Context: an optimization exercise on an open-source flow, tuned for a short achievable clock period. The choices shown serve that exercise and are no tape-out recipe.
The RTL was checked by simulation tests, not by an equivalence proof against the original design.
No activity file was given, so power comes from the tool's default toggle rates.

Setup of lane 1:
## uartprobe
module uartprobe #(
    parameter [31:0] GPO_ON_RESET      = 32'hDEAD_BEEF,
    parameter [31:0] AXI_ADDR_ON_RESET = 32'b0
)(
input             clk,
input             m_aresetn,
input             rx_valid,
input      [ 7:0] rx_data,
output            rx_ready,
output            tx_valid,
output     [ 7:0] tx_data,
input             tx_ready,
output reg [31:0] gpo,
input      [31:0] gpi,
output     [31:0] m_axi_araddr,
input             m_axi_arready,
output     [ 2:0] m_axi_arsize,
output            m_axi_arvalid,
output     [31:0] m_axi_awaddr,
input             m_axi_awready,
output     [ 2:0] m_axi_awsize,
output            m_axi_awvalid,
output            m_axi_bready,
input      [ 1:0] m_axi_bresp,
input             m_axi_bvalid,
input      [31:0] m_axi_rdata,
output            m_axi_rready,
input      [ 1:0] m_axi_rresp,
input             m_axi_rvalid,
output reg [31:0] m_axi_wdata,
input             m_axi_wready,
output     [ 3:0] m_axi_wstrb,
output            m_axi_wvalid
);
Size in the first run: about 1,400 cells after synthesis, about 240 I/O pins, about 16,000 sq um of cells after synthesis.
==> flow/config.mk <==
export PLATFORM = sky130hd
export DESIGN_NAME = uartprobe
export DESIGN_NICKNAME = uartprobe
export VERILOG_FILES = /design/flow/design.v
export SDC_FILE = /design/flow/constraint.sdc
export NUM_CORES = 4
export LEC_CHECK = 0
export ABC_CLOCK_PERIOD_IN_PS = 1500
export CAP_MARGIN = 20
export CORE_MARGIN = 2
export CORE_UTILIZATION = 40
export SETUP_SLACK_MARGIN = 3.0
export SLEW_MARGIN = 20
export SYNTH_HIERARCHICAL = 1
==> flow/constraint.sdc <==
create_clock -name core_clock -period 4.5 [get_ports {clk}]
set_input_delay 0.9000 -clock core_clock [delete_from_list [all_inputs] [get_ports {clk}]]
set_output_delay 0.9000 -clock core_clock [all_outputs]
set_load 0.01 [all_outputs]
run.sh (not shown) runs the stock make flow with config.mk's settings and CLKGATE_MAP_FILE= SYNTH_SCRIPT=/design/flow/synth_recipe.tcl, a recipe that flattens the netlist after the stock synthesis.
What lane 2 does differently from lane 1 at the input level:
Settings: SETUP_SLACK_MARGIN now 2.6, was 3.0.
--- outcome ---
Against lane 1, lane 2 reports a final core utilization that is lower. | total CTS buffers | lower: lane 2 |. Taking lane 1 as the reference, in lane 2 post-cts gate resize count down 61; met3 wire length went down. Sequential fraction of design power, lane 1 and lane 2: higher on lane 2. Status: clock period minus final worst setup slack parity (lane 2, lane 1). Compared with lane 1, in lane 2 register-to-register slack shows a reduction of 0.02 ns; fraction of the cycle the final worst path needs shows no meaningful change.

---

## gamma
Another version of the RTL of uartprobe (not shown whole).
Size in the first run: ~240 I/O pins, ~0.018 mm2 of cells after synthesis.
Settings: LEC_CHECK=0, ABC_CLOCK_PERIOD_IN_PS=1500, CAP_MARGIN=20, CORE_MARGIN=2, CORE_UTILIZATION=40, SETUP_SLACK_MARGIN=2.6, SLEW_MARGIN=20, SYNTH_HIERARCHICAL=1; clock period 4.5 ns.
gamma went all the way through the flow, and no timing, DRC or antenna check failed.
diff inputs: gamma => delta
Settings: changing CORE_UTILIZATION from 40 to 35.
==> comparison <==
- Max-slew headroom at the worst pin in delta is 9.8 points above gamma.
- Fraction of final layout cells with drive strength greater than 1 for delta: 1.0 points up relative to gamma
- Total placed cells including tap cells, delta vs gamma: up by a few percent
- Sequential share of layout area in delta vs gamma: down 0.62 points
- Die area | delta > gamma

---

uartprobe, a different RTL version from the one above (not shown whole).
For scale: ~1500 cells after synthesis, roughly 240 I/O pins, ~0.017 sq mm of cells after synthesis.
==> flow/config.mk <==
export PLATFORM = sky130hd
export DESIGN_NAME = uartprobe
export DESIGN_NICKNAME = uartprobe
export VERILOG_FILES = /design/flow/design.v
export SDC_FILE = /design/flow/constraint.sdc
export NUM_CORES = 4
export LEC_CHECK = 0
export ABC_CLOCK_PERIOD_IN_PS = 1500
export CAP_MARGIN = 20
export CORE_MARGIN = 2
export CORE_UTILIZATION = 40
export SETUP_SLACK_MARGIN = 2.6
export SLEW_MARGIN = 20
export SYNTH_HIERARCHICAL = 1
==> flow/constraint.sdc <==
create_clock -name core_clock -period 4.5 [get_ports {clk}]
set_input_delay 0.9000 -clock core_clock [delete_from_list [all_inputs] [get_ports {clk}]]
set_output_delay 0.9000 -clock core_clock [all_outputs]
set_load 0.01 [all_outputs]
The first run completed with no timing, DRC or antenna violations.
==> next run, changes <==
--- a/flow/config.mk
+++ b/flow/config.mk
@@ -10,3 +10,3 @@
 export CORE_MARGIN = 2
-export CORE_UTILIZATION = 40
+export CORE_UTILIZATION = 35
 export SETUP_SLACK_MARGIN = 2.6
Result: Power went up by 3.0%. Final area went up by 2.7%. Global-route usage went down by 2.6 points.

## re-timing with driven ports
How much do the figures lean on ideal ports? The routed layouts below were timed once more, with nothing changed but the port constraints.
Step 1 sets driving cells, clkbuf_16 on the clock port and buf_2 on the other inputs (assumed; they add their load-dependent delay and slew).
Step 2 adds t to the input delays and takes it off the output delays; t is the mean of the earliest and latest rising clock arrival at the registers after step 1. Input paths then give back, and output paths get back, about the clock's delay inside the block.
Slacks: no drivers / after step 1 / after step 2; pairs: no drivers / after step 1.
run	shift t [ns]	slack for setup (ns)	hold slack, ns	clock arrival spread, ns	worst slew at a driven data input, ns
lane 1	0.639	2.006 / 2.009 / 1.370	0.257 / 0.274 / 0.459	0.011 / 0.011	0.07
lane 2	0.636	2.006 / 2.006 / 1.421	0.315 / 0.306 / 0.464	0.024 / 0.024	0.08
gamma	0.606	2.217 / 2.163 / 1.557	0.355 / 0.364 / 0.474	0.018 / 0.018	0.18
delta	0.619	2.223 / 2.185 / 1.593	0.287 / 0.288 / 0.475	0.017 / 0.017	0.09
the first run of note 3	0.598	2.213 / 2.176 / 1.638	0.366 / 0.362 / 0.474	0.019 / 0.020	0.07
the second run of note 3	0.621	2.211 / 2.168 / 1.669	0.350 / 0.347 / 0.459	0.025 / 0.025	0.07
After both steps every run listed still meets setup and hold. For gamma, which loses most, drivers alone change the setup slack by -0.054 ns; drivers and shift together by -0.660 ns.
